Context: an optimization exercise on an open-source flow, tuned for small area. The choices shown serve that exercise and are no tape-out recipe.
RTL that was checked went through simulation tests only; none was proved equivalent to the original.
The flow treats the clock pin as an ideal source. Dropping or thinning the clock tree relies on that and would not hold on a real chip.
Power is estimated from default activity; no workload was simulated.

oak:
==> flow/design.v (excerpt) <==
module dac_table_8x (
        ap_clk,
        ap_rst_n,
        table_r_address0,
        table_r_ce0,
        table_r_q0,
        iout_TDATA,
        iout_TVALID,
        iout_TREADY,
        iout_TKEEP,
        iout_TSTRB,
        iout_TLAST,
        qout_TDATA,
        qout_TVALID,
        qout_TREADY,
        qout_TKEEP,
        qout_TSTRB,
        qout_TLAST,
        iqout_TDATA,
        iqout_TVALID,
        iqout_TREADY,
        iqout_TKEEP,
        iqout_TSTRB,
        iqout_TUSER,
        iqout_TLAST
);
input   ap_clk;
input   ap_rst_n;
output  [15:0] table_r_address0;
output   table_r_ce0;
input  [255:0] table_r_q0;
output  [127:0] iout_TDATA;
output   iout_TVALID;
input   iout_TREADY;
output  [15:0] iout_TKEEP;
output  [15:0] iout_TSTRB;
output  [0:0] iout_TLAST;
output  [127:0] qout_TDATA;
output   qout_TVALID;
input   qout_TREADY;
output  [15:0] qout_TKEEP;
output  [15:0] qout_TSTRB;
output  [0:0] qout_TLAST;
output  [255:0] iqout_TDATA;
output   iqout_TVALID;
input   iqout_TREADY;
output  [31:0] iqout_TKEEP;
output  [31:0] iqout_TSTRB;
output  [7:0] iqout_TUSER;
output  [0:0] iqout_TLAST;
reg  [15:0] addr;      
reg         done_i;
reg         done_q;
reg         done_iq;
wire prime = done_i & done_q & done_iq;
wire ce    = (done_i | iout_TREADY) & (done_q | qout_TREADY) & (done_iq | iqout_TREADY);
wire last_prime = (addr[3:0] == 4'd11);
wire [15:0] tog;
assign tog[0] = ce;
genvar k;
generate
    for (k = 1; k < 16; k = k + 1) begin : inc
        assign tog[k] = tog[k-1] & addr[k-1];
    end
endgenerate
always @ (posedge ap_clk) begin
    if (~ap_rst_n) begin
        addr    <= 16'd0;
        done_i  <= 1'b1;
        done_q  <= 1'b1;
        done_iq <= 1'b1;
    end else begin
        addr <= addr ^ tog;
        if (prime) begin
            done_i  <= ~last_prime;
            done_q  <= ~last_prime;
            done_iq <= ~last_prime;
        end else if (ce) begin
            done_i  <= 1'b0;
            done_q  <= 1'b0;
            done_iq <= 1'b0;
        end else begin
            done_i  <= done_i  | iout_TREADY;
            done_q  <= done_q  | qout_TREADY;
            done_iq <= done_iq | iqout_TREADY;
        end
    end
end
wire [7:0] g;
wire [5:0] b = addr[7:2];
wire [5:0] bw;    
assign g[1:0] = addr[1:0];
assign g[2]  = ~b[0];
assign g[3]  = b[1] ^ b[0];
assign bw[1] = ~(b[1] & b[0]);
genvar m;
generate
  ...
Size: ~730 cells after synthesis, ~930 I/O pins, roughly 0.0057 mm2 of cells after synthesis.
export LEC_CHECK = 0
export CAP_MARGIN = 20
export CORE_AREA = 10 10 350 350
export DIE_AREA = 0 0 360 360
export SLEW_MARGIN = 20
create_clock -name core_clock -period 5.0 [get_ports {ap_clk}]
standard.sh (not shown) runs the stock make flow with config.mk's settings and CLKGATE_MAP_FILE= SYNTH_SCRIPT=/design/flow/synth_recipe.tcl, a recipe that flattens the netlist after the stock synthesis.
==> flow/flow/run.sh <==
#!/bin/bash
# Standard ORFS layout, except:
#  - the constant-0 outputs share one tie cell instead of one tie cell each
#  - port buffers are buf_1 (the outputs only drive 10 fF)
#  - the clock tree is one clkbuf_4 driving all 19 flip-flops
set -euo pipefail
bash standard.sh \
  SKIP_REPAIR_TIE_FANOUT=1 \
  'BUFFER_PORTS_ARGS=-buffer_cell sky130_fd_sc_hd__buf_1' \
  'CTS_ARGS=-buf_list sky130_fd_sc_hd__clkbuf_4 -root_buf sky130_fd_sc_hd__clkbuf_4 -dont_use_dummy_load -repair_clock_nets' \
  finish > orfs_flow.log 2>&1
--- input diff oak..pine ---
-- flow/flow/run.sh --
<<< oak, line 5
#  - the clock tree is one clkbuf_4 driving all 19 flip-flops
>>> pine, line 5
#  - a small clock buffer for the 19 flip-flops
<<< oak, line 10
  'CTS_ARGS=-buf_list sky130_fd_sc_hd__clkbuf_4 -root_buf sky130_fd_sc_hd__clkbuf_4 -dont_use_dummy_load -repair_clock_nets' \
>>> pine, line 10
  'CTS_BUF_LIST=sky130_fd_sc_hd__clkbuf_4' \
## What came out
There was hardly any difference in final standard cell area without fillers between pine and oak.
pine and oak ended up with nearly the same post-CTS clock slew at the launch and capture registers of the worst setup and hold paths.
oak → pine: total number of vias rose 7; post-route fraction of the period consumed by the critical path roughly the same; final-layout non-clock buffer area share was more or less identical; routed length on met3 went up by 1.7%.
Sequential fraction of design power for pine: 1.3 points down relative to oak
From pine to oak, antenna diode instance count did not move at all.
pine vs oak: clock group share of total power up
Per the comparison of pine with oak, total detailed-routing wirelength shows no meaningful change; total power shows an increase of 0.000011 W.
Function was not checked in any run of this note: the RTL went through the layout flow alone.


## lane 1
dac_table_8x, a different RTL version from the one above (not shown whole).
For scale: about 740 cells after synthesis, roughly 19 flip-flops, roughly 5600 um2 of cells after synthesis.
==> flow/config.mk <==
export PLATFORM = sky130hd
export DESIGN_NAME = dac_table_8x
export DESIGN_NICKNAME = dac_table_8x
export VERILOG_FILES = /design/flow/design.v
export SDC_FILE = /design/flow/constraint.sdc
export NUM_CORES = 4
export LEC_CHECK = 0
export CAP_MARGIN = 20
export CORE_AREA = 10 10 190 190
export DIE_AREA = 0 0 200 200
export SLEW_MARGIN = 20
==> flow/constraint.sdc <==
create_clock -name core_clock -period 5.0 [get_ports {ap_clk}]
set_input_delay 1.0000 -clock core_clock [delete_from_list [all_inputs] [get_ports {ap_clk}]]
set_output_delay 1.0000 -clock core_clock [all_outputs]
set_load 0.01 [all_outputs]
==> flow/flow/run.sh <==
#!/bin/bash
# Standard ORFS layout (standard.sh), except:
#  - ABC maps for area (synth.tcl, area.abc) and Yosys's adder extraction is off;
#    the rest of synthesis is the standard flow's synth_recipe.tcl unchanged
#  - the constant-0 outputs share one tie cell instead of one tie cell each
#  - port buffers are buf_1 (the outputs only drive 10 fF)
#  - the clock tree is a single clkbuf_8 driving all 19 flip-flops (post_cts.tcl)
set -euo pipefail
F=$PWD/flow
export AREA_ABC_SCRIPT=$F/area.abc
export FLOW_SYNTH_TCL=$PWD/synth_recipe.tcl
bash standard.sh \
  SYNTH_SCRIPT=$F/synth.tcl \
  ADDER_MAP_FILE= \
  SKIP_REPAIR_TIE_FANOUT=1 \
  'BUFFER_PORTS_ARGS=-buffer_cell sky130_fd_sc_hd__buf_1' \
  'CTS_ARGS=-buf_list sky130_fd_sc_hd__clkbuf_4 -root_buf sky130_fd_sc_hd__clkbuf_8 -repair_clock_nets' \
  POST_CTS_TCL=$F/post_cts.tcl \
  finish > orfs_flow.log 2>&1
Other scripts of this flow, unchanged in this note and not shown: flow/flow/area.abc, flow/flow/post_cts.tcl, flow/flow/synth.tcl
Lane 1 did not finish: a tool error stopped it during I/O pin placement.
Relative to lane 1, the following input files were edited for lane 2:
Settings: a change of DIE_AREA from 0 0 200 200 to 0 0 360 360; a change of CORE_AREA from 10 10 190 190 to 10 10 350 350.
--- outcome ---
- No stage failed in lane 2, and the final checks on the layout all came back clean.
- From lane 1 to lane 2, part of the Yosys area used for sequential elements did not move at all.
- Going from lane 1 to lane 2, fraction of the mapped netlist area in compound gates barely changed; width of the die saw an increase; total number of placement rows increased by 91% relative to the old numbers; mean cell area of the mapped netlist has remained practically unchanged; synthesized cell area flat.
- As far as post-synthesis instance total goes, lane 1 and lane 2 are indistinguishable; the numbers are identical.
- Summary of the comparison: initial core utilization is lower in lane 2, relative to lane 1.

-- afterwards: timing with drivers on the ports --
Ports are ideal in the flow. The routed layouts listed here were re-timed in OpenROAD. Step 1 (the two cells are an assumption about what drives the block):
set clk [get_ports {ap_clk}]
set_driving_cell -lib_cell sky130_fd_sc_hd__clkbuf_16 $clk
set_driving_cell -lib_cell sky130_fd_sc_hd__buf_2 [delete_from_list [all_inputs] $clk]
Step 2 adds t to the input delays and takes it off the output delays; t is the mean of the earliest and latest rising clock arrival at the registers after step 1. Input paths then give back, and output paths get back, about the clock's delay inside the block. Slacks: ideal ports / drivers / drivers and shift; pairs: ideal ports / drivers.
run | t, ns | setup slack, ns | slew at the worst register clock pin (ns) | worst data-port slew with drivers (ns)
oak | 0.326 | 0.894 / 0.890 / 0.564 | 0.10 / 0.10 | 0.45
pine | 0.332 | 0.899 / 0.893 / 0.561 | 0.11 / 0.11 | 0.46
lane 2 | 0.183 | 1.188 / 1.182 / 0.999 | 0.11 / 0.11 | 0.45
After both steps setup and hold are still met in every run listed. For pine, which loses most, drivers alone change the setup slack by -0.006 ns; drivers and shift together by -0.338 ns.
